Background: an optimization exercise with open tools, aiming at small area, a short achievable clock period and few clock cycles per item. Do not read the settings as production practice. In this exercise RTL edits were held to simulation tests only and were not proved equivalent to the original. Power figures rest on the tool's default switching activity, not on a simulated workload.

==> flow/design.v (outline; a module is shown in full before it is edited, if it fits) <==
// module fpmul_dp: 1072 lines
// module prefix24: 27 lines
// module fpmul_fa: 9 lines
// module fpmul_ha: 8 lines
// module fpmul_cu: 12 lines
// module fpmul: 20 lines
module fpmul(
    input wire Clk,
    input wire Rst,
    input wire Start,
    input wire [31:0] A,
    input wire [31:0] B,
    output wire Done,
    output wire [31:0] P,
    output wire UF,
    output wire OF,
    output wire NaNF,
    output wire InfF,
    output wire DNF,
    output wire ZF );
  // ...
==> flow/flow/run.sh <==
#!/bin/bash
# Layout flow: the standard flow (standard.sh), run unchanged for
# synthesis, then for the rest of the layout with two ORFS settings changed:
# the port buffers are buf_4 cells (instead of the delay cells the resizer
# picks by default), and timing repair may resize a cell to one of another
# footprint. Each make run's output is kept in its own log file here.
set -euo pipefail
cd "$(dirname "$0")/.."
bash standard.sh synth > synth.log 2>&1
sed 's|"\${@:-finish}"|MATCH_CELL_FOOTPRINT=0 "BUFFER_PORTS_ARGS=-buffer_cell sky130_fd_sc_hd__buf_4" "${@:-finish}"|' \
    standard.sh > layout.sh
grep -q 'MATCH_CELL_FOOTPRINT=0' layout.sh
bash layout.sh finish > layout.log 2>&1
==> flow/standard.sh <==
#!/bin/bash
# synth_recipe.tcl (not shown) runs the flow's synth.tcl, then flattens the netlist and writes it again
# the make line also repeats each setting of config.mk as NAME=value (left out here)
make -C /OpenROAD-flow-scripts/flow DESIGN_CONFIG=/design/flow/config.mk WORK_HOME=/design/flow/orfs CLKGATE_MAP_FILE= SYNTH_SCRIPT=/design/flow/synth_recipe.tcl "${@:-finish}"
==> flow/config.mk <==
export PLATFORM = sky130hd
export DESIGN_NAME = fpmul
export DESIGN_NICKNAME = fpmul
export VERILOG_FILES = /design/flow/design.v
export SDC_FILE = /design/flow/constraint.sdc
export NUM_CORES = 4
export LEC_CHECK = 0
export CAP_MARGIN = 20
export CORE_MARGIN = 2
export CORE_UTILIZATION = 70
export PLACE_DENSITY = 0.85
export SETUP_SLACK_MARGIN = 2.5
export SLEW_MARGIN = 20
export SYNTH_HIERARCHICAL = 1
==> flow/constraint.sdc <==
create_clock -name core_clock -period 8.0 [get_ports {Clk}]
set_input_delay 1.6000 -clock core_clock [delete_from_list [all_inputs] [get_ports {Clk}]]
set_output_delay 1.6000 -clock core_clock [all_outputs]
set_load 0.01 [all_outputs]
==> run summary, run 1 <==
* Status: finished clean
* Worst skew pair latency at 0.34 ns
* Sw frac at 49.6%
* Dpl ws at 1.78 ns
* Remaining global-route overflow at 0
* Buffers & Inverters on Critical Path at 2
* Layout cells sized above 1 at 13.8%
* Largest regs: dp.hx: 25 flops, dp.hy: 24 flops
* Clock group at 481 uW
* CP startpoint kind: input pin
* Total Routed Length at 58.6 mm
* Worst-case reg-to-reg path depth at 1
* Reg-to-reg slack, setup at 7.45 ns
* CP max stage cell: fa_1
* Multi-input combinational area share at 78.6%
* Post-placement cell count at 2346
* Buffers excl. clock at 138
* Maxcap violations at 0
* Initial drt markers at 2211
* Comb power at 6980 uW
* Seq_cells at 89
* Multi-input logic area at 16300 um2
* Largest Register: dp.hx
* WP depth at 10
* FF-to-FF End: cu.busy
* Hold_buf cts at 0
* # nets final at 2563
* Final HPWL DP at 41.8 mm
* ClkCell Share at 1.62%
* Sequential share of cell area at 8.61%
* Sequential power at 898 uW
* Full die area at 28100 um2
* Min-Delay Path Class: reg2reg
Testbench counts, summed over its fixed seeds: cycles 4,096, items 2,048.
==> inputs of run 2 (changes only) <==
--- a/flow/design.v
+++ b/flow/design.v
@@ -380,22 +380,22 @@
     wire pp11_18 = (one11 & ax11[19]) | (two11 & ax11[18]);
     wire pp11_19 = (one11 & ax11[20]) | (two11 & ax11[19]);
     wire pp11_20 = (one11 & ax11[21]) | (two11 & ax11[20]);
     wire pp11_21 = (one11 & ax11[22]) | (two11 & ax11[21]);
     wire pp11_22 = (one11 & ax11[23]) | (two11 & ax11[22]);
     wire pp11_23 = (one11 & ax11[24]) | (two11 & ax11[23]);
     wire pp11_24 = (one11 & neg11) | (two11 & ax11[24]);
     wire nneg11 = ~neg11;
-    wire ths0, thc0;
-    fpmul_ha u_ths0 (.a(1'b1), .b(neg11), .s(ths0), .co(thc0));
-    wire ths1, thc1;
-    fpmul_ha u_ths1 (.a(1'b1), .b(ax[2]), .s(ths1), .co(thc1));
-    wire ths2, thc2;
-    fpmul_ha u_ths2 (.a(1'b1), .b(ax[3]), .s(ths2), .co(thc2));
+    wire ths0 = ~neg11;
+    wire thc0 = neg11;
+    wire ths1 = ~ax[2];
+    wire thc1 = ax[2];
+    wire ths2 = ~ax[3];
+    wire thc2 = ax[3];
     wire ths3, thc3;
     fpmul_ha u_ths3 (.a(neg8), .b(pp0_16), .s(ths3), .co(thc3));
     wire ths4, thc4;
     fpmul_ha u_ths4 (.a(pp0_17), .b(pp1_15), .s(ths4), .co(thc4));
     wire ts0, tc0;
     fpmul_fa u_ts0 (.a(neg9), .b(pp0_18), .c(pp1_16), .s(ts0), .co(tc0));
     wire ths5, thc5;
     fpmul_ha u_ths5 (.a(pp2_14), .b(pp3_12), .s(ths5), .co(thc5));
@@ -458,48 +458,48 @@
     wire ts25, tc25;
     fpmul_fa u_ts25 (.a(ax[4]), .b(nneg1), .c(thc2), .s(ts25), .co(tc25));
     wire ts26, tc26;
     fpmul_fa u_ts26 (.a(pp10_7), .b(pp11_5), .c(pp2_23), .s(ts26), .co(tc26));
     wire ts27, tc27;
     fpmul_fa u_ts27 (.a(pp3_21), .b(pp4_19), .c(pp5_17), .s(ts27), .co(tc27));
     wire ts28, tc28;
     fpmul_fa u_ts28 (.a(pp6_15), .b(pp7_13), .c(pp8_11), .s(ts28), .co(tc28));
-    wire ts29, tc29;
-    fpmul_fa u_ts29 (.a(1'b1), .b(ax[5]), .c(pp10_8), .s(ts29), .co(tc29));
+    wire ts29 = ~(ax[5] ^ pp10_8);
+    wire tc29 = ax[5] | pp10_8;
     wire ts30, tc30;
     fpmul_fa u_ts30 (.a(pp11_6), .b(pp2_24), .c(pp3_22), .s(ts30), .co(tc30));
     wire ts31, tc31;
     fpmul_fa u_ts31 (.a(pp4_20), .b(pp5_18), .c(pp6_16), .s(ts31), .co(tc31));
     wire ths10, thc10;
     fpmul_ha u_ths10 (.a(pp7_14), .b(pp8_12), .s(ths10), .co(thc10));
     wire ts32, tc32;
     fpmul_fa u_ts32 (.a(ax[6]), .b(nneg2), .c(pp10_9), .s(ts32), .co(tc32));
     wire ts33, tc33;
     fpmul_fa u_ts33 (.a(pp11_7), .b(pp3_23), .c(pp4_21), .s(ts33), .co(tc33));
     wire ts34, tc34;
     fpmul_fa u_ts34 (.a(pp5_19), .b(pp6_17), .c(pp7_15), .s(ts34), .co(tc34));
-    wire ts35, tc35;
-    fpmul_fa u_ts35 (.a(1'b1), .b(ax[7]), .c(pp10_10), .s(ts35), .co(tc35));
+    wire ts35 = ~(ax[7] ^ pp10_10);
+    wire tc35 = ax[7] | pp10_10;
     wire ts36, tc36;
     fpmul_fa u_ts36 (.a(pp11_8), .b(pp3_24), .c(pp4_22), .s(ts36), .co(tc36));
     wire ths11, thc11;
     fpmul_ha u_ths11 (.a(pp5_20), .b(pp6_18), .s(ths11), .co(thc11));
     wire ts37, tc37;
     fpmul_fa u_ts37 (.a(ax[8]), .b(nneg3), .c(pp10_11), .s(ts37), .co(tc37));
     wire ts38, tc38;
     fpmul_fa u_ts38 (.a(pp11_9), .b(pp4_23), .c(pp5_21), .s(ts38), .co(tc38));
-    wire ts39, tc39;
-    fpmul_fa u_ts39 (.a(1'b1), .b(ax[9]), .c(pp10_12), .s(ts39), .co(tc39));
+    wire ts39 = ~(ax[9] ^ pp10_12);
+    wire tc39 = ax[9] | pp10_12;
     wire ths12, thc12;
     fpmul_ha u_ths12 (.a(pp11_10), .b(pp4_24), .s(ths12), .co(thc12));
     wire ts40, tc40;
     fpmul_fa u_ts40 (.a(ax[10]), .b(nneg4), .c(pp10_13), .s(ts40), .co(tc40));
-    wire ths13, thc13;
-    fpmul_ha u_ths13 (.a(1'b1), .b(ax[11]), .s(ths13), .co(thc13));
+    wire ths13 = ~ax[11];
+    wire thc13 = ax[11];
     wire ths14, thc14;
     fpmul_ha u_ths14 (.a(neg5), .b(pp0_10), .s(ths14), .co(thc14));
     wire ths15, thc15;
     fpmul_ha u_ths15 (.a(pp0_11), .b(pp1_9), .s(ths15), .co(thc15));
     wire ts41, tc41;
     fpmul_fa u_ts41 (.a(neg6), .b(pp0_12), .c(pp1_10), .s(ts41), .co(tc41));
     wire ths16, thc16;
     fpmul_ha u_ths16 (.a(pp2_8), .b(pp3_6), .s(ths16), .co(thc16));
@@ -634,34 +634,34 @@
     wire ts103, tc103;
     fpmul_fa u_ts103 (.a(pp8_18), .b(pp9_16), .c(tc40), .s(ts103), .co(tc103));
     wire ts104, tc104;
     fpmul_fa u_ts104 (.a(ax[12]), .b(nneg5), .c(thc13), .s(ts104), .co(tc104));
     wire ts105, tc105;
     fpmul_fa u_ts105 (.a(pp10_15), .b(pp11_13), .c(pp6_23), .s(ts105), .co(tc105));
     wire ts106, tc106;
     fpmul_fa u_ts106 (.a(pp7_21), .b(pp8_19), .c(pp9_17), .s(ts106), .co(tc106));
-    wire ts107, tc107;
-    fpmul_fa u_ts107 (.a(1'b1), .b(ax[13]), .c(pp10_16), .s(ts107), .co(tc107));
+    wire ts107 = ~(ax[13] ^ pp10_16);
+    wire tc107 = ax[13] | pp10_16;
     wire ts108, tc108;
     fpmul_fa u_ts108 (.a(pp11_14), .b(pp6_24), .c(pp7_22), .s(ts108), .co(tc108));
     wire ths20, thc20;
     fpmul_ha u_ths20 (.a(pp8_20), .b(pp9_18), .s(ths20), .co(thc20));
     wire ts109, tc109;
     fpmul_fa u_ts109 (.a(ax[14]), .b(nneg6), .c(pp10_17), .s(ts109), .co(tc109));
     wire ts110, tc110;
     fpmul_fa u_ts110 (.a(pp11_15), .b(pp7_23), .c(pp8_21), .s(ts110), .co(tc110));
-    wire ts111, tc111;
-    fpmul_fa u_ts111 (.a(1'b1), .b(ax[15]), .c(pp10_18), .s(ts111), .co(tc111));
+    wire ts111 = ~(ax[15] ^ pp10_18);
+    wire tc111 = ax[15] | pp10_18;
     wire ths21, thc21;
     fpmul_ha u_ths21 (.a(pp11_16), .b(pp7_24), .s(ths21), .co(thc21));
     wire ts112, tc112;
     fpmul_fa u_ts112 (.a(ax[16]), .b(nneg7), .c(pp10_19), .s(ts112), .co(tc112));
-    wire ths22, thc22;
-    fpmul_ha u_ths22 (.a(1'b1), .b(ax[17]), .s(ths22), .co(thc22));
+    wire ths22 = ~ax[17];
+    wire thc22 = ax[17];
     wire ths23, thc23;
     fpmul_ha u_ths23 (.a(neg3), .b(pp0_6), .s(ths23), .co(thc23));
     wire ths24, thc24;
     fpmul_ha u_ths24 (.a(pp0_7), .b(pp1_5), .s(ths24), .co(thc24));
     wire ts113, tc113;
     fpmul_fa u_ts113 (.a(neg4), .b(pp0_8), .c(pp1_6), .s(ts113), .co(tc113));
     wire ths25, thc25;
     fpmul_ha u_ths25 (.a(pp2_4), .b(pp3_2), .s(ths25), .co(thc25));
@@ -792,24 +792,24 @@
     wire ts175, tc175;
     fpmul_fa u_ts175 (.a(ths22), .b(pp10_20), .c(pp11_18), .s(ts175), .co(tc175));
     wire ts176, tc176;
     fpmul_fa u_ts176 (.a(pp8_24), .b(pp9_22), .c(tc112), .s(ts176), .co(tc176));
     wire ts177, tc177;
     fpmul_fa u_ts177 (.a(ax[18]), .b(nneg8), .c(thc22), .s(ts177), .co(tc177));
     wire ts178, tc178;
     fpmul_fa u_ts178 (.a(pp10_21), .b(pp11_19), .c(pp9_23), .s(ts178), .co(tc178));
-    wire ts179, tc179;
-    fpmul_fa u_ts179 (.a(1'b1), .b(ax[19]), .c(pp10_22), .s(ts179), .co(tc179));
+    wire ts179 = ~(ax[19] ^ pp10_22);
+    wire tc179 = ax[19] | pp10_22;
     wire ths27, thc27;
     fpmul_ha u_ths27 (.a(pp11_20), .b(pp9_24), .s(ths27), .co(thc27));
     wire ts180, tc180;
     fpmul_fa u_ts180 (.a(ax[20]), .b(nneg9), .c(pp10_23), .s(ts180), .co(tc180));
-    wire ths28, thc28;
-    fpmul_ha u_ths28 (.a(1'b1), .b(ax[21]), .s(ths28), .co(thc28));
+    wire ths28 = ~ax[21];
+    wire thc28 = ax[21];
     wire ths29, thc29;
     fpmul_ha u_ths29 (.a(neg2), .b(pp0_4), .s(ths29), .co(thc29));
     wire ths30, thc30;
     fpmul_ha u_ths30 (.a(pp0_5), .b(pp1_3), .s(ths30), .co(thc30));
     wire ts181, tc181;
     fpmul_fa u_ts181 (.a(pp1_4), .b(pp2_2), .c(pp3_0), .s(ts181), .co(tc181));
     wire ts182, tc182;
     fpmul_fa u_ts182 (.a(pp2_3), .b(pp3_1), .c(thc23), .s(ts182), .co(tc182));
@@ -884,18 +884,18 @@
     wire ts217, tc217;
     fpmul_fa u_ts217 (.a(tc177), .b(ths27), .c(tc178), .s(ts217), .co(tc217));
     wire ts218, tc218;
     fpmul_fa u_ts218 (.a(pp11_21), .b(thc27), .c(tc179), .s(ts218), .co(tc218));
     wire ts219, tc219;
     fpmul_fa u_ts219 (.a(ths28), .b(pp10_24), .c(pp11_22), .s(ts219), .co(tc219));
     wire ts220, tc220;
     fpmul_fa u_ts220 (.a(ax[22]), .b(nneg10), .c(thc28), .s(ts220), .co(tc220));
-    wire ths31, thc31;
-    fpmul_ha u_ths31 (.a(1'b1), .b(ax[23]), .s(ths31), .co(thc31));
+    wire ths31 = ~ax[23];
+    wire thc31 = ax[23];
     wire ths32, thc32;
     fpmul_ha u_ths32 (.a(neg1), .b(pp0_2), .s(ths32), .co(thc32));
     wire ths33, thc33;
     fpmul_ha u_ths33 (.a(pp0_3), .b(pp1_1), .s(ths33), .co(thc33));
     wire ts221, tc221;
     fpmul_fa u_ts221 (.a(pp1_2), .b(pp2_0), .c(ths29), .s(ts221), .co(tc221));
     wire ts222, tc222;
     fpmul_fa u_ts222 (.a(pp2_1), .b(thc29), .c(ths30), .s(ts222), .co(tc222));
@@ -980,58 +980,58 @@
     wire ts262, tc262;
     fpmul_fa u_ts262 (.a(pp11_23), .b(ts220), .c(tc219), .s(ts262), .co(tc262));
     wire ts263, tc263;
     fpmul_fa u_ts263 (.a(ths31), .b(tc220), .c(pp11_24), .s(ts263), .co(tc263));
     wire ts264, tc264;
     fpmul_fa u_ts264 (.a(ax[24]), .b(nneg11), .c(thc31), .s(ts264), .co(tc264));
     wire [47:0] X = {ts264, ts263, ts262, ts261, tc259, ts259, tc257, tc256, tc255, tc254, ts254, ts253, tc251, tc250, tc249, tc248, tc247, tc246, tc245, tc244, tc243, tc242, tc241, tc240, tc239, tc238, tc237, tc236, tc235, tc234, tc233, tc232, tc231, tc230, tc229, tc228, tc227, tc226, tc225, tc224, tc223, tc222, tc221, thc33, thc32, pp1_0, pp0_1, neg0};
     wire [47:0] Y = {tc263, tc262, tc261, tc260, ts260, tc258, ts258, ts257, ts256, ts255, tc253, tc252, ts252, ts251, ts250, ts249, ts248, ts247, ts246, ts245, ts244, ts243, ts242, ts241, ts240, ts239, ts238, ts237, ts236, ts235, ts234, ts233, ts232, ts231, ts230, ts229, ts228, ts227, ts226, ts225, ts224, ts223, ts222, ts221, ths33, ths32, 1'b0, pp0_0};
-    wire [24:0] hx_d = X[47:23] ^ Y[47:23];
-    wire [24:1] hy_d = X[46:23] & Y[46:23];
     wire [LK-1:0] l1g = X[LK-1:0] & Y[LK-1:0];
     wire [LK-1:0] l1p = X[LK-1:0] ^ Y[LK-1:0];
     wire [LK-1:0] l1o = X[LK-1:0] | Y[LK-1:0];
     wire [23:0] l1cg, l1cp;
     prefix24 l1pf (.g({{(24-LK){1'b0}}, l1g}), .p({{(24-LK){1'b0}}, l1p}), .cg(l1cg), .cp(l1cp));
     wire clk_d = l1cg[LK];
     wire zlk_d = (l1p == {l1o[LK-2:0], 1'b0});
-    reg [24:0] hx;
-    reg [24:1] hy;
+    reg [24:0] xu;
+    reg [24:0] yu;
     reg [22:LK] xl, yl;
     reg clk_r, zlk_r;
     reg [9:0] e0;
     reg nan_r, inf_r, zero_r, sgn_r, fz1_r;
     always @(posedge clk) begin
-        hx <= hx_d;
-        hy <= hy_d;
+        xu <= X[47:23];
+        yu <= Y[47:23];
         xl <= X[22:LK];
         yl <= Y[22:LK];
         clk_r <= clk_d;
         zlk_r <= zlk_d;
         e0 <= e_sum;
         nan_r <= op_nan;
         inf_r <= op_inf;
         zero_r <= op_zero;
         sgn_r <= A[31] ^ B[31];
         fz1_r <= a_fz & b_fz;
     end
     wire [22:LK] lg = xl & yl;
     wire [22:LK] lp = xl ^ yl;
     wire [22:LK] lo = xl | yl;
-    wire [23:0] lcg, lcp;
-    prefix24 lpf (.g({{(LK+1){1'b0}}, lg}), .p({{(LK+1){1'b0}}, lp}), .cg(lcg), .cp(lcp));
-    wire c22 = lcg[22-LK] | (lcp[22-LK] & clk_r);
-    wire c23 = lcg[23-LK] | (lcp[23-LK] & clk_r);
+    wire [12:0] lcg, lcp;
+    prefix13ks lpf (.g({{(12-(23-LK)){1'b0}}, lg, clk_r}), .p({{(12-(23-LK)){1'b0}}, lp, 1'b0}), .cg(lcg), .cp(lcp));
+    wire c22 = lcg[23-LK];
+    wire c23 = lcg[24-LK];
     wire z22 = lp[22] ^ c22;
     wire low_zero = zlk_r & (lp[LK] == clk_r) & (lp[21:LK+1] == lo[20:LK]);
+    wire [24:0] hx = xu ^ yu;
+    wire [24:1] hy = xu[23:0] & yu[23:0];
     wire [23:0] ug = hx[24:1] & hy[24:1];
     wire [23:0] up = hx[24:1] ^ hy[24:1];
     wire [23:0] cg, cp;
-    prefix24 pf (.g(ug), .p(up), .cg(cg), .cp(cp));
+    prefix24ks pf (.g(ug), .p(up), .cg(cg), .cp(cp));
     wire [23:0] W0 = up ^ cg;
     wire [23:0] W1 = up ^ (cg | cp);
     wire x23 = hx[0];
     wire carry_b = x23 & c23;
     wire bit23_b = x23 ^ c23;
     wire carry_a = (x23 & c23) | (x23 & z22) | (c23 & z22);
     wire tie_b = low_zero & ~z22;
     wire tie_a = low_zero & z22 & bit23_b;
@@ -1092,16 +1092,442 @@
                     assign Pp[l+1][i] = Pp[l][i];
                 end
             end
         end
     endgenerate
     assign cg = {G[5][22:0], 1'b0};
     assign cp = {Pp[5][22:0], 1'b1};
 endmodule
+module prefix24ks (
+    input wire [23:0] g,
+    input wire [23:0] p,
+    output wire [23:0] cg,
+    output wire [23:0] cp );
+    wire g1_0, p1_0;
+    assign g1_0 = ~g[0];
+    assign p1_0 = ~p[0];
+    wire g1_1, p1_1;
+    fpmul_pgn u1_1 (.gh(g[1]), .ph(p[1]), .gl(g[0]), .pl(p[0]), .go(g1_1), .po(p1_1));
+    wire g1_2, p1_2;
+    fpmul_pgn u1_2 (.gh(g[2]), .ph(p[2]), .gl(g[1]), .pl(p[1]), .go(g1_2), .po(p1_2));
+    wire g1_3, p1_3;
+    fpmul_pgn u1_3 (.gh(g[3]), .ph(p[3]), .gl(g[2]), .pl(p[2]), .go(g1_3), .po(p1_3));
+    wire g1_4, p1_4;
+    fpmul_pgn u1_4 (.gh(g[4]), .ph(p[4]), .gl(g[3]), .pl(p[3]), .go(g1_4), .po(p1_4));
+    wire g1_5, p1_5;
+    fpmul_pgn u1_5 (.gh(g[5]), .ph(p[5]), .gl(g[4]), .pl(p[4]), .go(g1_5), .po(p1_5));
+    wire g1_6, p1_6;
+    fpmul_pgn u1_6 (.gh(g[6]), .ph(p[6]), .gl(g[5]), .pl(p[5]), .go(g1_6), .po(p1_6));
+    wire g1_7, p1_7;
+    fpmul_pgn u1_7 (.gh(g[7]), .ph(p[7]), .gl(g[6]), .pl(p[6]), .go(g1_7), .po(p1_7));
+    wire g1_8, p1_8;
+    fpmul_pgn u1_8 (.gh(g[8]), .ph(p[8]), .gl(g[7]), .pl(p[7]), .go(g1_8), .po(p1_8));
+    wire g1_9, p1_9;
+    fpmul_pgn u1_9 (.gh(g[9]), .ph(p[9]), .gl(g[8]), .pl(p[8]), .go(g1_9), .po(p1_9));
+    wire g1_10, p1_10;
+    fpmul_pgn u1_10 (.gh(g[10]), .ph(p[10]), .gl(g[9]), .pl(p[9]), .go(g1_10), .po(p1_10));
+    wire g1_11, p1_11;
+    fpmul_pgn u1_11 (.gh(g[11]), .ph(p[11]), .gl(g[10]), .pl(p[10]), .go(g1_11), .po(p1_11));
+    wire g1_12, p1_12;
+    fpmul_pgn u1_12 (.gh(g[12]), .ph(p[12]), .gl(g[11]), .pl(p[11]), .go(g1_12), .po(p1_12));
+    wire g1_13, p1_13;
+    fpmul_pgn u1_13 (.gh(g[13]), .ph(p[13]), .gl(g[12]), .pl(p[12]), .go(g1_13), .po(p1_13));
+    wire g1_14, p1_14;
+    fpmul_pgn u1_14 (.gh(g[14]), .ph(p[14]), .gl(g[13]), .pl(p[13]), .go(g1_14), .po(p1_14));
+    wire g1_15, p1_15;
+    fpmul_pgn u1_15 (.gh(g[15]), .ph(p[15]), .gl(g[14]), .pl(p[14]), .go(g1_15), .po(p1_15));
+    wire g1_16, p1_16;
+    fpmul_pgn u1_16 (.gh(g[16]), .ph(p[16]), .gl(g[15]), .pl(p[15]), .go(g1_16), .po(p1_16));
+    wire g1_17, p1_17;
+    fpmul_pgn u1_17 (.gh(g[17]), .ph(p[17]), .gl(g[16]), .pl(p[16]), .go(g1_17), .po(p1_17));
+    wire g1_18, p1_18;
+    fpmul_pgn u1_18 (.gh(g[18]), .ph(p[18]), .gl(g[17]), .pl(p[17]), .go(g1_18), .po(p1_18));
+    wire g1_19, p1_19;
+    fpmul_pgn u1_19 (.gh(g[19]), .ph(p[19]), .gl(g[18]), .pl(p[18]), .go(g1_19), .po(p1_19));
+    wire g1_20, p1_20;
+    fpmul_pgn u1_20 (.gh(g[20]), .ph(p[20]), .gl(g[19]), .pl(p[19]), .go(g1_20), .po(p1_20));
+    wire g1_21, p1_21;
+    fpmul_pgn u1_21 (.gh(g[21]), .ph(p[21]), .gl(g[20]), .pl(p[20]), .go(g1_21), .po(p1_21));
+    wire g1_22, p1_22;
+    fpmul_pgn u1_22 (.gh(g[22]), .ph(p[22]), .gl(g[21]), .pl(p[21]), .go(g1_22), .po(p1_22));
+    wire g1_23, p1_23;
+    fpmul_pgn u1_23 (.gh(g[23]), .ph(p[23]), .gl(g[22]), .pl(p[22]), .go(g1_23), .po(p1_23));
+    wire g2_0, p2_0;
+    assign g2_0 = ~g1_0;
+    assign p2_0 = ~p1_0;
+    wire g2_1, p2_1;
+    assign g2_1 = ~g1_1;
+    assign p2_1 = ~p1_1;
+    wire g2_2, p2_2;
+    fpmul_pgp u2_2 (.gh(g1_2), .ph(p1_2), .gl(g1_0), .pl(p1_0), .go(g2_2), .po(p2_2));
+    wire g2_3, p2_3;
+    fpmul_pgp u2_3 (.gh(g1_3), .ph(p1_3), .gl(g1_1), .pl(p1_1), .go(g2_3), .po(p2_3));
+    wire g2_4, p2_4;
+    fpmul_pgp u2_4 (.gh(g1_4), .ph(p1_4), .gl(g1_2), .pl(p1_2), .go(g2_4), .po(p2_4));
+    wire g2_5, p2_5;
+    fpmul_pgp u2_5 (.gh(g1_5), .ph(p1_5), .gl(g1_3), .pl(p1_3), .go(g2_5), .po(p2_5));
+    wire g2_6, p2_6;
+    fpmul_pgp u2_6 (.gh(g1_6), .ph(p1_6), .gl(g1_4), .pl(p1_4), .go(g2_6), .po(p2_6));
+    wire g2_7, p2_7;
+    fpmul_pgp u2_7 (.gh(g1_7), .ph(p1_7), .gl(g1_5), .pl(p1_5), .go(g2_7), .po(p2_7));
+    wire g2_8, p2_8;
+    fpmul_pgp u2_8 (.gh(g1_8), .ph(p1_8), .gl(g1_6), .pl(p1_6), .go(g2_8), .po(p2_8));
+    wire g2_9, p2_9;
+    fpmul_pgp u2_9 (.gh(g1_9), .ph(p1_9), .gl(g1_7), .pl(p1_7), .go(g2_9), .po(p2_9));
+    wire g2_10, p2_10;
+    fpmul_pgp u2_10 (.gh(g1_10), .ph(p1_10), .gl(g1_8), .pl(p1_8), .go(g2_10), .po(p2_10));
+    wire g2_11, p2_11;
+    fpmul_pgp u2_11 (.gh(g1_11), .ph(p1_11), .gl(g1_9), .pl(p1_9), .go(g2_11), .po(p2_11));
+    wire g2_12, p2_12;
+    fpmul_pgp u2_12 (.gh(g1_12), .ph(p1_12), .gl(g1_10), .pl(p1_10), .go(g2_12), .po(p2_12));
+    wire g2_13, p2_13;
+    fpmul_pgp u2_13 (.gh(g1_13), .ph(p1_13), .gl(g1_11), .pl(p1_11), .go(g2_13), .po(p2_13));
+    wire g2_14, p2_14;
+    fpmul_pgp u2_14 (.gh(g1_14), .ph(p1_14), .gl(g1_12), .pl(p1_12), .go(g2_14), .po(p2_14));
+    wire g2_15, p2_15;
+    fpmul_pgp u2_15 (.gh(g1_15), .ph(p1_15), .gl(g1_13), .pl(p1_13), .go(g2_15), .po(p2_15));
+    wire g2_16, p2_16;
+    fpmul_pgp u2_16 (.gh(g1_16), .ph(p1_16), .gl(g1_14), .pl(p1_14), .go(g2_16), .po(p2_16));
+    wire g2_17, p2_17;
+    fpmul_pgp u2_17 (.gh(g1_17), .ph(p1_17), .gl(g1_15), .pl(p1_15), .go(g2_17), .po(p2_17));
+    wire g2_18, p2_18;
+    fpmul_pgp u2_18 (.gh(g1_18), .ph(p1_18), .gl(g1_16), .pl(p1_16), .go(g2_18), .po(p2_18));
+    wire g2_19, p2_19;
+    fpmul_pgp u2_19 (.gh(g1_19), .ph(p1_19), .gl(g1_17), .pl(p1_17), .go(g2_19), .po(p2_19));
+    wire g2_20, p2_20;
+    fpmul_pgp u2_20 (.gh(g1_20), .ph(p1_20), .gl(g1_18), .pl(p1_18), .go(g2_20), .po(p2_20));
+    wire g2_21, p2_21;
+    fpmul_pgp u2_21 (.gh(g1_21), .ph(p1_21), .gl(g1_19), .pl(p1_19), .go(g2_21), .po(p2_21));
+    wire g2_22, p2_22;
+    fpmul_pgp u2_22 (.gh(g1_22), .ph(p1_22), .gl(g1_20), .pl(p1_20), .go(g2_22), .po(p2_22));
+    wire g2_23, p2_23;
+    fpmul_pgp u2_23 (.gh(g1_23), .ph(p1_23), .gl(g1_21), .pl(p1_21), .go(g2_23), .po(p2_23));
+    wire g3_0, p3_0;
+    assign g3_0 = ~g2_0;
+    assign p3_0 = ~p2_0;
+    wire g3_1, p3_1;
+    assign g3_1 = ~g2_1;
+    assign p3_1 = ~p2_1;
+    wire g3_2, p3_2;
+    assign g3_2 = ~g2_2;
+    assign p3_2 = ~p2_2;
+    wire g3_3, p3_3;
+    assign g3_3 = ~g2_3;
+    assign p3_3 = ~p2_3;
+    wire g3_4, p3_4;
+    fpmul_pgn u3_4 (.gh(g2_4), .ph(p2_4), .gl(g2_0), .pl(p2_0), .go(g3_4), .po(p3_4));
+    wire g3_5, p3_5;
+    fpmul_pgn u3_5 (.gh(g2_5), .ph(p2_5), .gl(g2_1), .pl(p2_1), .go(g3_5), .po(p3_5));
+    wire g3_6, p3_6;
+    fpmul_pgn u3_6 (.gh(g2_6), .ph(p2_6), .gl(g2_2), .pl(p2_2), .go(g3_6), .po(p3_6));
+    wire g3_7, p3_7;
+    fpmul_pgn u3_7 (.gh(g2_7), .ph(p2_7), .gl(g2_3), .pl(p2_3), .go(g3_7), .po(p3_7));
+    wire g3_8, p3_8;
+    fpmul_pgn u3_8 (.gh(g2_8), .ph(p2_8), .gl(g2_4), .pl(p2_4), .go(g3_8), .po(p3_8));
+    wire g3_9, p3_9;
+    fpmul_pgn u3_9 (.gh(g2_9), .ph(p2_9), .gl(g2_5), .pl(p2_5), .go(g3_9), .po(p3_9));
+    wire g3_10, p3_10;
+    fpmul_pgn u3_10 (.gh(g2_10), .ph(p2_10), .gl(g2_6), .pl(p2_6), .go(g3_10), .po(p3_10));
+    wire g3_11, p3_11;
+    fpmul_pgn u3_11 (.gh(g2_11), .ph(p2_11), .gl(g2_7), .pl(p2_7), .go(g3_11), .po(p3_11));
+    wire g3_12, p3_12;
+    fpmul_pgn u3_12 (.gh(g2_12), .ph(p2_12), .gl(g2_8), .pl(p2_8), .go(g3_12), .po(p3_12));
+    wire g3_13, p3_13;
+    fpmul_pgn u3_13 (.gh(g2_13), .ph(p2_13), .gl(g2_9), .pl(p2_9), .go(g3_13), .po(p3_13));
+    wire g3_14, p3_14;
+    fpmul_pgn u3_14 (.gh(g2_14), .ph(p2_14), .gl(g2_10), .pl(p2_10), .go(g3_14), .po(p3_14));
+    wire g3_15, p3_15;
+    fpmul_pgn u3_15 (.gh(g2_15), .ph(p2_15), .gl(g2_11), .pl(p2_11), .go(g3_15), .po(p3_15));
+    wire g3_16, p3_16;
+    fpmul_pgn u3_16 (.gh(g2_16), .ph(p2_16), .gl(g2_12), .pl(p2_12), .go(g3_16), .po(p3_16));
+    wire g3_17, p3_17;
+    fpmul_pgn u3_17 (.gh(g2_17), .ph(p2_17), .gl(g2_13), .pl(p2_13), .go(g3_17), .po(p3_17));
+    wire g3_18, p3_18;
+    fpmul_pgn u3_18 (.gh(g2_18), .ph(p2_18), .gl(g2_14), .pl(p2_14), .go(g3_18), .po(p3_18));
+    wire g3_19, p3_19;
+    fpmul_pgn u3_19 (.gh(g2_19), .ph(p2_19), .gl(g2_15), .pl(p2_15), .go(g3_19), .po(p3_19));
+    wire g3_20, p3_20;
+    fpmul_pgn u3_20 (.gh(g2_20), .ph(p2_20), .gl(g2_16), .pl(p2_16), .go(g3_20), .po(p3_20));
+    wire g3_21, p3_21;
+    fpmul_pgn u3_21 (.gh(g2_21), .ph(p2_21), .gl(g2_17), .pl(p2_17), .go(g3_21), .po(p3_21));
+    wire g3_22, p3_22;
+    fpmul_pgn u3_22 (.gh(g2_22), .ph(p2_22), .gl(g2_18), .pl(p2_18), .go(g3_22), .po(p3_22));
+    wire g3_23, p3_23;
+    fpmul_pgn u3_23 (.gh(g2_23), .ph(p2_23), .gl(g2_19), .pl(p2_19), .go(g3_23), .po(p3_23));
+    wire g4_0, p4_0;
+    assign g4_0 = ~g3_0;
+    assign p4_0 = ~p3_0;
+    wire g4_1, p4_1;
+    assign g4_1 = ~g3_1;
+    assign p4_1 = ~p3_1;
+    wire g4_2, p4_2;
+    assign g4_2 = ~g3_2;
+    assign p4_2 = ~p3_2;
+    wire g4_3, p4_3;
+    assign g4_3 = ~g3_3;
+    assign p4_3 = ~p3_3;
+    wire g4_4, p4_4;
+    assign g4_4 = ~g3_4;
+    assign p4_4 = ~p3_4;
+    wire g4_5, p4_5;
+    assign g4_5 = ~g3_5;
+    assign p4_5 = ~p3_5;
+    wire g4_6, p4_6;
+    assign g4_6 = ~g3_6;
+    assign p4_6 = ~p3_6;
+    wire g4_7, p4_7;
+    assign g4_7 = ~g3_7;
+    assign p4_7 = ~p3_7;
+    wire g4_8, p4_8;
+    fpmul_pgp u4_8 (.gh(g3_8), .ph(p3_8), .gl(g3_0), .pl(p3_0), .go(g4_8), .po(p4_8));
+    wire g4_9, p4_9;
+    fpmul_pgp u4_9 (.gh(g3_9), .ph(p3_9), .gl(g3_1), .pl(p3_1), .go(g4_9), .po(p4_9));
+    wire g4_10, p4_10;
+    fpmul_pgp u4_10 (.gh(g3_10), .ph(p3_10), .gl(g3_2), .pl(p3_2), .go(g4_10), .po(p4_10));
+    wire g4_11, p4_11;
+    fpmul_pgp u4_11 (.gh(g3_11), .ph(p3_11), .gl(g3_3), .pl(p3_3), .go(g4_11), .po(p4_11));
+    wire g4_12, p4_12;
+    fpmul_pgp u4_12 (.gh(g3_12), .ph(p3_12), .gl(g3_4), .pl(p3_4), .go(g4_12), .po(p4_12));
+    wire g4_13, p4_13;
+    fpmul_pgp u4_13 (.gh(g3_13), .ph(p3_13), .gl(g3_5), .pl(p3_5), .go(g4_13), .po(p4_13));
+    wire g4_14, p4_14;
+    fpmul_pgp u4_14 (.gh(g3_14), .ph(p3_14), .gl(g3_6), .pl(p3_6), .go(g4_14), .po(p4_14));
+    wire g4_15, p4_15;
+    fpmul_pgp u4_15 (.gh(g3_15), .ph(p3_15), .gl(g3_7), .pl(p3_7), .go(g4_15), .po(p4_15));
+    wire g4_16, p4_16;
+    fpmul_pgp u4_16 (.gh(g3_16), .ph(p3_16), .gl(g3_8), .pl(p3_8), .go(g4_16), .po(p4_16));
+    wire g4_17, p4_17;
+    fpmul_pgp u4_17 (.gh(g3_17), .ph(p3_17), .gl(g3_9), .pl(p3_9), .go(g4_17), .po(p4_17));
+    wire g4_18, p4_18;
+    fpmul_pgp u4_18 (.gh(g3_18), .ph(p3_18), .gl(g3_10), .pl(p3_10), .go(g4_18), .po(p4_18));
+    wire g4_19, p4_19;
+    fpmul_pgp u4_19 (.gh(g3_19), .ph(p3_19), .gl(g3_11), .pl(p3_11), .go(g4_19), .po(p4_19));
+    wire g4_20, p4_20;
+    fpmul_pgp u4_20 (.gh(g3_20), .ph(p3_20), .gl(g3_12), .pl(p3_12), .go(g4_20), .po(p4_20));
+    wire g4_21, p4_21;
+    fpmul_pgp u4_21 (.gh(g3_21), .ph(p3_21), .gl(g3_13), .pl(p3_13), .go(g4_21), .po(p4_21));
+    wire g4_22, p4_22;
+    fpmul_pgp u4_22 (.gh(g3_22), .ph(p3_22), .gl(g3_14), .pl(p3_14), .go(g4_22), .po(p4_22));
+    wire g4_23, p4_23;
+    fpmul_pgp u4_23 (.gh(g3_23), .ph(p3_23), .gl(g3_15), .pl(p3_15), .go(g4_23), .po(p4_23));
+    wire g5_0, p5_0;
+    assign g5_0 = ~g4_0;
+    assign p5_0 = ~p4_0;
+    wire g5_1, p5_1;
+    assign g5_1 = ~g4_1;
+    assign p5_1 = ~p4_1;
+    wire g5_2, p5_2;
+    assign g5_2 = ~g4_2;
+    assign p5_2 = ~p4_2;
+    wire g5_3, p5_3;
+    assign g5_3 = ~g4_3;
+    assign p5_3 = ~p4_3;
+    wire g5_4, p5_4;
+    assign g5_4 = ~g4_4;
+    assign p5_4 = ~p4_4;
+    wire g5_5, p5_5;
+    assign g5_5 = ~g4_5;
+    assign p5_5 = ~p4_5;
+    wire g5_6, p5_6;
+    assign g5_6 = ~g4_6;
+    assign p5_6 = ~p4_6;
+    wire g5_7, p5_7;
+    assign g5_7 = ~g4_7;
+    assign p5_7 = ~p4_7;
+    wire g5_8, p5_8;
+    assign g5_8 = ~g4_8;
+    assign p5_8 = ~p4_8;
+    wire g5_9, p5_9;
+    assign g5_9 = ~g4_9;
+    assign p5_9 = ~p4_9;
+    wire g5_10, p5_10;
+    assign g5_10 = ~g4_10;
+    assign p5_10 = ~p4_10;
+    wire g5_11, p5_11;
+    assign g5_11 = ~g4_11;
+    assign p5_11 = ~p4_11;
+    wire g5_12, p5_12;
+    assign g5_12 = ~g4_12;
+    assign p5_12 = ~p4_12;
+    wire g5_13, p5_13;
+    assign g5_13 = ~g4_13;
+    assign p5_13 = ~p4_13;
+    wire g5_14, p5_14;
+    assign g5_14 = ~g4_14;
+    assign p5_14 = ~p4_14;
+    wire g5_15, p5_15;
+    assign g5_15 = ~g4_15;
+    assign p5_15 = ~p4_15;
+    wire g5_16, p5_16;
+    fpmul_pgn u5_16 (.gh(g4_16), .ph(p4_16), .gl(g4_0), .pl(p4_0), .go(g5_16), .po(p5_16));
+    wire g5_17, p5_17;
+    fpmul_pgn u5_17 (.gh(g4_17), .ph(p4_17), .gl(g4_1), .pl(p4_1), .go(g5_17), .po(p5_17));
+    wire g5_18, p5_18;
+    fpmul_pgn u5_18 (.gh(g4_18), .ph(p4_18), .gl(g4_2), .pl(p4_2), .go(g5_18), .po(p5_18));
+    wire g5_19, p5_19;
+    fpmul_pgn u5_19 (.gh(g4_19), .ph(p4_19), .gl(g4_3), .pl(p4_3), .go(g5_19), .po(p5_19));
+    wire g5_20, p5_20;
+    fpmul_pgn u5_20 (.gh(g4_20), .ph(p4_20), .gl(g4_4), .pl(p4_4), .go(g5_20), .po(p5_20));
+    wire g5_21, p5_21;
+    fpmul_pgn u5_21 (.gh(g4_21), .ph(p4_21), .gl(g4_5), .pl(p4_5), .go(g5_21), .po(p5_21));
+    wire g5_22, p5_22;
+    fpmul_pgn u5_22 (.gh(g4_22), .ph(p4_22), .gl(g4_6), .pl(p4_6), .go(g5_22), .po(p5_22));
+    wire g5_23, p5_23;
+    fpmul_pgn u5_23 (.gh(g4_23), .ph(p4_23), .gl(g4_7), .pl(p4_7), .go(g5_23), .po(p5_23));
+    assign cg = {~g5_22, ~g5_21, ~g5_20, ~g5_19, ~g5_18, ~g5_17, ~g5_16, ~g5_15, ~g5_14, ~g5_13, ~g5_12, ~g5_11, ~g5_10, ~g5_9, ~g5_8, ~g5_7, ~g5_6, ~g5_5, ~g5_4, ~g5_3, ~g5_2, ~g5_1, ~g5_0, 1'b0};
+    assign cp = {~p5_22, ~p5_21, ~p5_20, ~p5_19, ~p5_18, ~p5_17, ~p5_16, ~p5_15, ~p5_14, ~p5_13, ~p5_12, ~p5_11, ~p5_10, ~p5_9, ~p5_8, ~p5_7, ~p5_6, ~p5_5, ~p5_4, ~p5_3, ~p5_2, ~p5_1, ~p5_0, 1'b1};
+endmodule
+module fpmul_pgn (
+    input wire gh,
+    input wire ph,
+    input wire gl,
+    input wire pl,
+    output wire go,
+    output wire po );
+    assign go = ~(gh | (ph & gl));
+    assign po = ~(ph & pl);
+endmodule
+module fpmul_pgp (
+    input wire gh,
+    input wire ph,
+    input wire gl,
+    input wire pl,
+    output wire go,
+    output wire po );
+    assign go = ~(gh & (ph | gl));
+    assign po = ~(ph | pl);
+endmodule
+module prefix13ks (
+    input wire [12:0] g,
+    input wire [12:0] p,
+    output wire [12:0] cg,
+    output wire [12:0] cp );
+    wire g1_0, p1_0;
+    assign g1_0 = ~g[0];
+    assign p1_0 = ~p[0];
+    wire g1_1, p1_1;
+    fpmul_pgn u1_1 (.gh(g[1]), .ph(p[1]), .gl(g[0]), .pl(p[0]), .go(g1_1), .po(p1_1));
+    wire g1_2, p1_2;
+    fpmul_pgn u1_2 (.gh(g[2]), .ph(p[2]), .gl(g[1]), .pl(p[1]), .go(g1_2), .po(p1_2));
+    wire g1_3, p1_3;
+    fpmul_pgn u1_3 (.gh(g[3]), .ph(p[3]), .gl(g[2]), .pl(p[2]), .go(g1_3), .po(p1_3));
+    wire g1_4, p1_4;
+    fpmul_pgn u1_4 (.gh(g[4]), .ph(p[4]), .gl(g[3]), .pl(p[3]), .go(g1_4), .po(p1_4));
+    wire g1_5, p1_5;
+    fpmul_pgn u1_5 (.gh(g[5]), .ph(p[5]), .gl(g[4]), .pl(p[4]), .go(g1_5), .po(p1_5));
+    wire g1_6, p1_6;
+    fpmul_pgn u1_6 (.gh(g[6]), .ph(p[6]), .gl(g[5]), .pl(p[5]), .go(g1_6), .po(p1_6));
+    wire g1_7, p1_7;
+    fpmul_pgn u1_7 (.gh(g[7]), .ph(p[7]), .gl(g[6]), .pl(p[6]), .go(g1_7), .po(p1_7));
+    wire g1_8, p1_8;
+    fpmul_pgn u1_8 (.gh(g[8]), .ph(p[8]), .gl(g[7]), .pl(p[7]), .go(g1_8), .po(p1_8));
+    wire g1_9, p1_9;
+    fpmul_pgn u1_9 (.gh(g[9]), .ph(p[9]), .gl(g[8]), .pl(p[8]), .go(g1_9), .po(p1_9));
+    wire g1_10, p1_10;
+    fpmul_pgn u1_10 (.gh(g[10]), .ph(p[10]), .gl(g[9]), .pl(p[9]), .go(g1_10), .po(p1_10));
+    wire g1_11, p1_11;
+    fpmul_pgn u1_11 (.gh(g[11]), .ph(p[11]), .gl(g[10]), .pl(p[10]), .go(g1_11), .po(p1_11));
+    wire g1_12, p1_12;
+    fpmul_pgn u1_12 (.gh(g[12]), .ph(p[12]), .gl(g[11]), .pl(p[11]), .go(g1_12), .po(p1_12));
+    wire g2_0, p2_0;
+    assign g2_0 = ~g1_0;
+    assign p2_0 = ~p1_0;
+    wire g2_1, p2_1;
+    assign g2_1 = ~g1_1;
+    assign p2_1 = ~p1_1;
+    wire g2_2, p2_2;
+    fpmul_pgp u2_2 (.gh(g1_2), .ph(p1_2), .gl(g1_0), .pl(p1_0), .go(g2_2), .po(p2_2));
+    wire g2_3, p2_3;
+    fpmul_pgp u2_3 (.gh(g1_3), .ph(p1_3), .gl(g1_1), .pl(p1_1), .go(g2_3), .po(p2_3));
+    wire g2_4, p2_4;
+    fpmul_pgp u2_4 (.gh(g1_4), .ph(p1_4), .gl(g1_2), .pl(p1_2), .go(g2_4), .po(p2_4));
+    wire g2_5, p2_5;
+    fpmul_pgp u2_5 (.gh(g1_5), .ph(p1_5), .gl(g1_3), .pl(p1_3), .go(g2_5), .po(p2_5));
+    wire g2_6, p2_6;
+    fpmul_pgp u2_6 (.gh(g1_6), .ph(p1_6), .gl(g1_4), .pl(p1_4), .go(g2_6), .po(p2_6));
+    wire g2_7, p2_7;
+    fpmul_pgp u2_7 (.gh(g1_7), .ph(p1_7), .gl(g1_5), .pl(p1_5), .go(g2_7), .po(p2_7));
+    wire g2_8, p2_8;
+    fpmul_pgp u2_8 (.gh(g1_8), .ph(p1_8), .gl(g1_6), .pl(p1_6), .go(g2_8), .po(p2_8));
+    wire g2_9, p2_9;
+    fpmul_pgp u2_9 (.gh(g1_9), .ph(p1_9), .gl(g1_7), .pl(p1_7), .go(g2_9), .po(p2_9));
+    wire g2_10, p2_10;
+    fpmul_pgp u2_10 (.gh(g1_10), .ph(p1_10), .gl(g1_8), .pl(p1_8), .go(g2_10), .po(p2_10));
+    wire g2_11, p2_11;
+    fpmul_pgp u2_11 (.gh(g1_11), .ph(p1_11), .gl(g1_9), .pl(p1_9), .go(g2_11), .po(p2_11));
+    wire g2_12, p2_12;
+    fpmul_pgp u2_12 (.gh(g1_12), .ph(p1_12), .gl(g1_10), .pl(p1_10), .go(g2_12), .po(p2_12));
+    wire g3_0, p3_0;
+    assign g3_0 = ~g2_0;
+    assign p3_0 = ~p2_0;
+    wire g3_1, p3_1;
+    assign g3_1 = ~g2_1;
+    assign p3_1 = ~p2_1;
+    wire g3_2, p3_2;
+    assign g3_2 = ~g2_2;
+    assign p3_2 = ~p2_2;
+    wire g3_3, p3_3;
+    assign g3_3 = ~g2_3;
+    assign p3_3 = ~p2_3;
+    wire g3_4, p3_4;
+    fpmul_pgn u3_4 (.gh(g2_4), .ph(p2_4), .gl(g2_0), .pl(p2_0), .go(g3_4), .po(p3_4));
+    wire g3_5, p3_5;
+    fpmul_pgn u3_5 (.gh(g2_5), .ph(p2_5), .gl(g2_1), .pl(p2_1), .go(g3_5), .po(p3_5));
+    wire g3_6, p3_6;
+    fpmul_pgn u3_6 (.gh(g2_6), .ph(p2_6), .gl(g2_2), .pl(p2_2), .go(g3_6), .po(p3_6));
+    wire g3_7, p3_7;
+    fpmul_pgn u3_7 (.gh(g2_7), .ph(p2_7), .gl(g2_3), .pl(p2_3), .go(g3_7), .po(p3_7));
+    wire g3_8, p3_8;
+    fpmul_pgn u3_8 (.gh(g2_8), .ph(p2_8), .gl(g2_4), .pl(p2_4), .go(g3_8), .po(p3_8));
+    wire g3_9, p3_9;
+    fpmul_pgn u3_9 (.gh(g2_9), .ph(p2_9), .gl(g2_5), .pl(p2_5), .go(g3_9), .po(p3_9));
+    wire g3_10, p3_10;
+    fpmul_pgn u3_10 (.gh(g2_10), .ph(p2_10), .gl(g2_6), .pl(p2_6), .go(g3_10), .po(p3_10));
+    wire g3_11, p3_11;
+    fpmul_pgn u3_11 (.gh(g2_11), .ph(p2_11), .gl(g2_7), .pl(p2_7), .go(g3_11), .po(p3_11));
+    wire g3_12, p3_12;
+    fpmul_pgn u3_12 (.gh(g2_12), .ph(p2_12), .gl(g2_8), .pl(p2_8), .go(g3_12), .po(p3_12));
+    wire g4_0, p4_0;
+    assign g4_0 = ~g3_0;
+    assign p4_0 = ~p3_0;
+    wire g4_1, p4_1;
+    assign g4_1 = ~g3_1;
+    assign p4_1 = ~p3_1;
+    wire g4_2, p4_2;
+    assign g4_2 = ~g3_2;
+    assign p4_2 = ~p3_2;
+    wire g4_3, p4_3;
+    assign g4_3 = ~g3_3;
+    assign p4_3 = ~p3_3;
+    wire g4_4, p4_4;
+    assign g4_4 = ~g3_4;
+    assign p4_4 = ~p3_4;
+    wire g4_5, p4_5;
+    assign g4_5 = ~g3_5;
+    assign p4_5 = ~p3_5;
+    wire g4_6, p4_6;
+    assign g4_6 = ~g3_6;
+    assign p4_6 = ~p3_6;
+    wire g4_7, p4_7;
+    assign g4_7 = ~g3_7;
+    assign p4_7 = ~p3_7;
+    wire g4_8, p4_8;
+    fpmul_pgp u4_8 (.gh(g3_8), .ph(p3_8), .gl(g3_0), .pl(p3_0), .go(g4_8), .po(p4_8));
+    wire g4_9, p4_9;
+    fpmul_pgp u4_9 (.gh(g3_9), .ph(p3_9), .gl(g3_1), .pl(p3_1), .go(g4_9), .po(p4_9));
+    wire g4_10, p4_10;
+    fpmul_pgp u4_10 (.gh(g3_10), .ph(p3_10), .gl(g3_2), .pl(p3_2), .go(g4_10), .po(p4_10));
+    wire g4_11, p4_11;
+    fpmul_pgp u4_11 (.gh(g3_11), .ph(p3_11), .gl(g3_3), .pl(p3_3), .go(g4_11), .po(p4_11));
+    wire g4_12, p4_12;
+    fpmul_pgp u4_12 (.gh(g3_12), .ph(p3_12), .gl(g3_4), .pl(p3_4), .go(g4_12), .po(p4_12));
+    assign cg = {g4_11, g4_10, g4_9, g4_8, g4_7, g4_6, g4_5, g4_4, g4_3, g4_2, g4_1, g4_0, 1'b0};
+    assign cp = {p4_11, p4_10, p4_9, p4_8, p4_7, p4_6, p4_5, p4_4, p4_3, p4_2, p4_1, p4_0, 1'b1};
+endmodule
 module fpmul_fa (
     input wire a,
     input wire b,
     input wire c,
     output wire s,
     output wire co );
     assign s = a ^ b ^ c;
     assign co = (a & b) | (a & c) | (b & c);
==> flow/config.mk (replaced) <==
export PLATFORM = sky130hd
export DESIGN_NAME = fpmul
export DESIGN_NICKNAME = fpmul
export VERILOG_FILES = /design/flow/design.v
export SDC_FILE = /design/flow/constraint.sdc
export NUM_CORES = 4
export LEC_CHECK = 0
export CAP_MARGIN = 20
export CORE_MARGIN = 2
export CORE_UTILIZATION = 40
export PLACE_DENSITY = 0.6
export SETUP_SLACK_MARGIN = 3.0
export SLEW_MARGIN = 20
export SYNTH_HIERARCHICAL = 1
==> run 2 against run 1 <==
Global-route usage fell by 13 points. Largest cell class unchanged. Cell area rose by 12%. Flip-flop and latch count rose by 1. Still clean on timing, DRC and antenna. Maximum frequency rose by 9.6%. Clock-buffer cell count rose by 1. Highest routed layer is now met5.
==> run summary, run 2 <==
* Status: finished clean
* Cell Rows at 80
* Overall Global Routing Usage at 27.0%
* CP Data Required Time at 8.26 ns
* RD Place Congestion at 0.958
* Critical path class: in2reg
* CP max stage cell: fa_1
* Critical path's largest stage delay at 0.53 ns
* Num ports at 106
* Synthesis Warnings at 9
* # diodes at 0
* First-pass GRT wire length at 103 mm
* Layout cells sized above 1 at 26.1% (+12 points)
* CTS Sinks at 90
* Buffers & Inverters on Critical Path at 3 (+1)
* Drt wl/cell at 24.4 um
* Cts bufs inserted at 9
* Final HPWL DP at 50.6 mm (+21%)
* Unrepaired setup endpoints after global routing: true
* Die height at 224 um
* Met1 global-route usage at 35.0%
* Met2 usage at 44.0%
* Final setup fails at 0
* Most frequent cells in the layout: 285 x xnor2_1, 259 x fa_1, 212 x buf_4, 207 x o22ai_1, 145 x inv_1
* Min-Delay Path Class: reg2reg
* LEAKAGE at 0.00923 uW
* Multi-input logic area at 17500 um2 (+6.9%)
* Hold_buf cts at 0 (unchanged)
* Worst Skew at 0 ns
* Crit-path max FO at 28
* Fill cells at 4475
* Period utilisation layout at 62.5%
* ANT nets after route at 0
* DR DRC count at 0
* Highest Clock Rate at 0.200 GHz
* Setup TNS at 0 ns
* Worst Tran Pin Value at 0.858 ns
* Die X at 224 um
* Initial antenna violation count at 1
* DP Area at 20400 um2
* Cell Area, Synth at 19400 um2
* Port buffer count at 105
* Clock slew at reported path FFs at 0.07 ns
* Fin cells at 2850
* Gr busiest metal: met2
* Vias at 17000
* Routing usage on met3 at 4.61%
* # nets final at 2734 (+6.7%)
* Worst path top cell family by delay: adder cells
* Pwr/cell area at 489 nW/um2
* Relative slew slack at 42.7%
* # H-tree levels at 3
* Final instance area at 23200 um2
* WP data arrival at 5.26 ns
* Hold Vio Cnt, Final at 0
* Total Routed Length at 69.7 mm (+19%)
* Largest net degree at the start of global routing at 50
* FF+latch area at 1830 um2
* Post-placement cell count at 2709 (+15%)
* Remaining global-route overflow at 0 (unchanged)
* Largest regs: dp.xu: 25 flops, dp.yu: 25 flops
* DR pass1 iterations at 6
* Area Growth Syn to Fin at 19.6%
* Core Box Area at 47800 um2
* Commonest non-fill, non-tap cell in the layout: xnor2_1
* Critical Path End Type: flip-flop
* Worst-path cell chain: buf_16 -> ha_1 -> clkinvlp_4 -> buf_4 -> o22ai_1 -> fa_1 -> fa_1 -> fa_1 -> fa_1 -> fa_1
* Min cycle time layout at 5.00 ns
* Clk root buf: clkbuf_16
* Slew Viols, Final at 0
* Fin util at 48.6%
* Full die area at 50300 um2 (+79%)
* CTS max path bufs at 2
* Mapped Cells at 2153
* Initial Utilization at 40.6%
* CP startpoint kind: input pin
* DR vias/cell at 5.98
* Crit path top cell by count: fa_1
* Worst skew pair latency at 0.37 ns (+0.03 ns)
* Initial drt markers at 1568 (-29%)
* Peak VDD IR at 0.291 mV
* Vias in the first global route at 17500
* CTS tree: yes
* Syn avg cell area at 9.02 um2
* Maxcap violations at 0 (unchanged)
[run 2: path summary, 6_finish.rpt]
| path | depth (start not counted) | start | slack (ns) | endpoint |
|---|---|---|---|---|
| setup / recovery | 10 | B[1] | 3.00 | dp.yu[1] |
| hold / removal | 1 | cu.busy | 0.43 | cu.busy |
| setup reg to reg | 1 | cu.busy | 7.46 | cu.busy |
| hold reg to reg | 1 | cu.busy | 0.43 | cu.busy |
[run 2: timing repair]
action | 4_1_cts | 5_1_grt
endpoints found under the setup margin | 82 | 65
gates cloned | 12 | 9
buffers inserted | 42 | 62
pin swaps | 40 | 54
gates resized for setup | 207 | 100
[run 2: final cells by class]
cell class	count	share of cell area [%]
Inverter	179	3.66
Clock inverter	4	0.318
Timing Repair Buffer	231	8.06
Timing Repair inverter	15	0.517
Multi-Input combinational cell	1704	75.2
Sequential cell	90	7.86
Tap cell	615	3.31
Clock buffer	12	1.06
[run 2: metrics by stage]
step	hold WS [ns]	setup slack (ns)	power (uW)
floorplan	0.401	2.91	6910
global placement	0.410	2.04	9020
detailed placement	0.426	2.02	9200
CTS	0.436	3.01	10800
global route	0.447	2.92	12300
finish	0.428	3.00	11400
[run 2: metal layers]
| layer | wire length, um | vias up |
|---|---|---|
| met5 | 13 | - |
| met4 | 3560 | 2 |
| met3 | 5700 | 198 |
| met2 | 32000 | 859 |
| met1 | 28300 | 8440 |
| li1 | - | 7532 |
[run 2: where the power goes]
part           switching, uW  leakage [uW]  internal (uW)
Sequential               160      0.000758            744
Combinational           5400       0.00832           4580
Clock                    189      0.000157            283
Total                   5740       0.00923           5610
Testbench counts of run 2, summed over its fixed seeds: cycles 4,096, items 2,048.
==> inputs of run 3 (changes only) <==
--- a/flow/config.mk
+++ b/flow/config.mk
@@ -9,6 +9,6 @@
 export CORE_MARGIN = 2
 export CORE_UTILIZATION = 40
 export PLACE_DENSITY = 0.6
-export SETUP_SLACK_MARGIN = 3.0
+export SETUP_SLACK_MARGIN = 2.75
 export SLEW_MARGIN = 20
 export SYNTH_HIERARCHICAL = 1
==> run 3 against run 2 <==
Highest routed layer unchanged. Largest cell class unchanged. Maximum frequency fell by 3.5%. Still clean on timing, DRC and antenna. Sequential share of layout area increased by 0.45 points. Setup slack lost 0.18 ns. Critical path depth increased by 2. Critical path type unchanged.
==> run summary, run 3 <==
* Status: finished clean
* WP data arrival at 5.43 ns (+0.17 ns)
* Layout cells sized above 1 at 17.7% (-8.4 points)
* Overall Global Routing Usage at 25.6% (-1.4 points)
* Final instance area at 21700 um2 (-6.5%)
* Hold Vio Cnt, Final at 0 (unchanged)
* Syn avg cell area at 9.02 um2 (unchanged)
* Final hold slack at 0.438 ns (+0.00992 ns)
* RD Place Congestion at 0.954 (-0.42%)
* Cell Area, Synth at 19400 um2 (unchanged)
* Fill cells at 4590 (+2.6%)
* Largest net degree at the start of global routing at 54 (+8.0%)
* DR pass1 iterations at 5 (-1)
* Full die area at 50300 um2 (unchanged)
* Worst-case reg-to-reg path depth at 1 (unchanged)
* Area Growth Syn to Fin at 11.8%
* Num ports at 106 (unchanged)
* Pwr/cell area at 483 nW/um2 (-1.1%)
* Hold path startpoint: cu.busy
* Initial antenna violation count at 1 (unchanged)
* # H-tree levels at 3 (unchanged)
* Worst Skew at 0 ns (unchanged)
* CTS tree: yes
* Crit-path max FO at 7 (-75%)
* Peak VDD IR at 0.232 mV (-20%)
* Min-Delay Endpoint: cu.busy
* DR vias/cell at 5.94 (-0.62%)
* CTS Sinks at 90 (unchanged)
* Final HPWL DP at 49.7 mm (-1.8%)
* ANT nets after route at 0 (unchanged)
* Total Routed Length at 64.5 mm (-7.4%)
* Die height at 224 um (unchanged)
* RR Startpoint: cu.busy
* Relative slew slack at 26.2% (-16 points)
* CP startpoint kind: input pin
* Reg-to-reg slack, setup at 7.44 ns (-0.02 ns)
* Period utilisation layout at 64.7% (+2.3 points)
* Setup TNS at 0 ns (unchanged)
* PnR worst setup slack at 2.82 ns (-0.180 ns)
* Multi-input logic area at 16900 um2 (-3.5%)
* FF-to-FF End: cu.busy
* Most frequent cells in the layout: 299 x xnor2_1, 260 x fa_1, 219 x o22ai_1, 163 x inv_1, 139 x ha_1
* Initial Utilization at 40.6% (unchanged)
* CP Data Required Time at 8.25 ns (about the same)
* Clock slew at reported path FFs at 0.07 ns (about the same)
* Hold path depth at 1 (unchanged)
* Vias in the first global route at 16700 (-4.4%)
* Crit path launch: B[3]
* Cts bufs inserted at 9 (unchanged)
* DR DRC count at 0 (unchanged)
* Maxcap violations at 0 (unchanged)
* Commonest non-fill, non-tap cell in the layout: xnor2_1
* Highest Clock Rate at 0.193 GHz (-3.5%)
* Largest regs: dp.xu: 25 flops, dp.yu: 25 flops
* FF+latch area at 1810 um2 (-1.2%)
* Vias at 16300 (-4.2%)
* # diodes at 0 (unchanged)
* Die X at 224 um (unchanged)
* Critical Path End Type: flip-flop
* Slew Viols, Final at 0 (unchanged)
* CTS max path bufs at 2 (unchanged)
* Port buffer count at 105 (unchanged)
* # nets final at 2631 (-3.8%)
* Cell Rows at 80 (unchanged)
* Min cycle time layout at 5.18 ns (+0.180 ns)
* Clk root buf: clkbuf_16
* Remaining global-route overflow at 0 (unchanged)
* First-pass GRT wire length at 98.6 mm (-4.5%)
* Synthesis Warnings at 9 (unchanged)
* Critical path class: in2reg
* Final setup fails at 0 (unchanged)
* Drt wl/cell at 23.5 um (-3.9%)
* Worst skew pair latency at 0.38 ns (about the same)
* Initial drt markers at 1354 (-14%)
* Unrepaired setup endpoints after global routing: true
* Mapped Cells at 2153 (unchanged)
* Dpl ws at 1.96 ns (-0.0637 ns)
* Min-Delay Path Class: reg2reg
* DP Area at 20300 um2 (-0.52%)
* Core Box Area at 47800 um2 (unchanged)
* Fin util at 45.4% (-3.2 points)
* LEAKAGE at 0.00862 uW (-6.6%)
* Worst Tran Pin Value at 1.10 ns (+0.247 ns)
run 3: cell types whose count changed in the layout (fill, tap and decap cells not counted), sizes merged:
cell,change
buf,-94
clkinvlp,-6
clkbuf,-4
clkinv,-2
inv,+2
bufinv,+1
run 3: what timing repair did:
item / CTS / global route
setup buffers: 4 / 9
cloned: 3 / 7
endpoints found under the hold margin: 0 / 0
hold buffers: 0 / 0
resized for setup: 112 / 71
pin swaps: 3 / 10
endpoints found under the setup margin: 72 / 55
run 3: metrics by stage:
step | power [uW] | std cells
after floorplan | 6870 | 2153
after global placement | 8960 | 2707
after detailed placement | 9180 | 2707
after CTS | 10100 | 2730
after global routing | 11500 | 2747
final | 10500 | 2747
run 3: critical path: stages:
cell        delay [ns]
buf_4             0.16
ha_1              0.49
clkinvlp_4        0.25
buf_4             0.22
o21ai_0           0.08
nand2_1           0.08
o31ai_1           0.10
fa_1              0.55
fa_1              0.54
fa_1              0.40
fa_1              0.52
fa_1              0.43
run 3: where the power goes:
| part | internal (uW) | switching [uW] | total (uW) |
|---|---|---|---|
| Clock | 307 | 195 | 502 |
| Combinational | 4050 | 5080 | 9130 |
| Sequential | 734 | 129 | 863 |
| Total | 5100 | 5400 | 10500 |
run 3: final cells by class:
| class | count | share of cell area [%] |
|---|---|---|
| inverter | 179 | 3.76 |
| multi-input combinational | 1704 | 77.6 |
| tap | 615 | 3.54 |
| timing repair inverter | 8 | 0.288 |
| sequential | 90 | 8.31 |
| clock buffer | 10 | 1.05 |
| timing repair buffer | 135 | 4.87 |
| clock inverter | 6 | 0.519 |
run 3: worst max path at each step:
stage / end / depth (start not counted)
2_1_floorplan: dp.zlk_r / 16
3_3_place_gp: dp.zlk_r / 15
3_5_place_dp: dp.zlk_r / 15
4_1_cts: ZF / 16
5_1_grt: P[0] / 17
6_report: dp.yu[5] / 12
run 3: metal layers:
metal	track usage, %	share of wire [%]	vias up
met5	0	0.019	-
met4	9.08	3.8	2
met3	4.61	7.9	144
met2	41.2	46	737
met1	34.5	43	8097
li1	-	-	7333

==> port drivers added, routing unchanged <==
The flow's constraints put no driver on any port. The routed layouts listed below were extracted and timed again, unchanged, in two steps. Step 1 sets driving cells, clkbuf_16 on the clock port and buf_2 on the other inputs (assumed; they add their load-dependent delay and slew). Step 2 moves the port delays by t, midway between the first and last clock arrival at a register: inputs arrive t later, outputs are due t later. That takes back most of the time a late clock gives input paths. a / b / c = ideal ports / drivers / drivers and shift; a / b = the first two.
| run | shift t [ns] | setup WS [ns] | hold WS [ns] | worst register clock-pin slew, ns |
|---|---|---|---|---|
| run 1 | 0.401 | 2.522 / 2.535 / 2.150 | 0.430 / 0.430 / 0.430 | 0.08 / 0.08 |
| run 2 | 0.423 | 3.001 / 2.931 / 2.508 | 0.428 / 0.428 / 0.428 | 0.07 / 0.07 |
| run 3 | 0.424 | 2.821 / 2.818 / 2.413 | 0.438 / 0.438 / 0.438 | 0.07 / 0.07 |
After both steps every run listed still meets setup and hold. The setup slack of run 2, which loses most, moves by -0.070 ns with the drivers and by -0.493 ns with both steps.
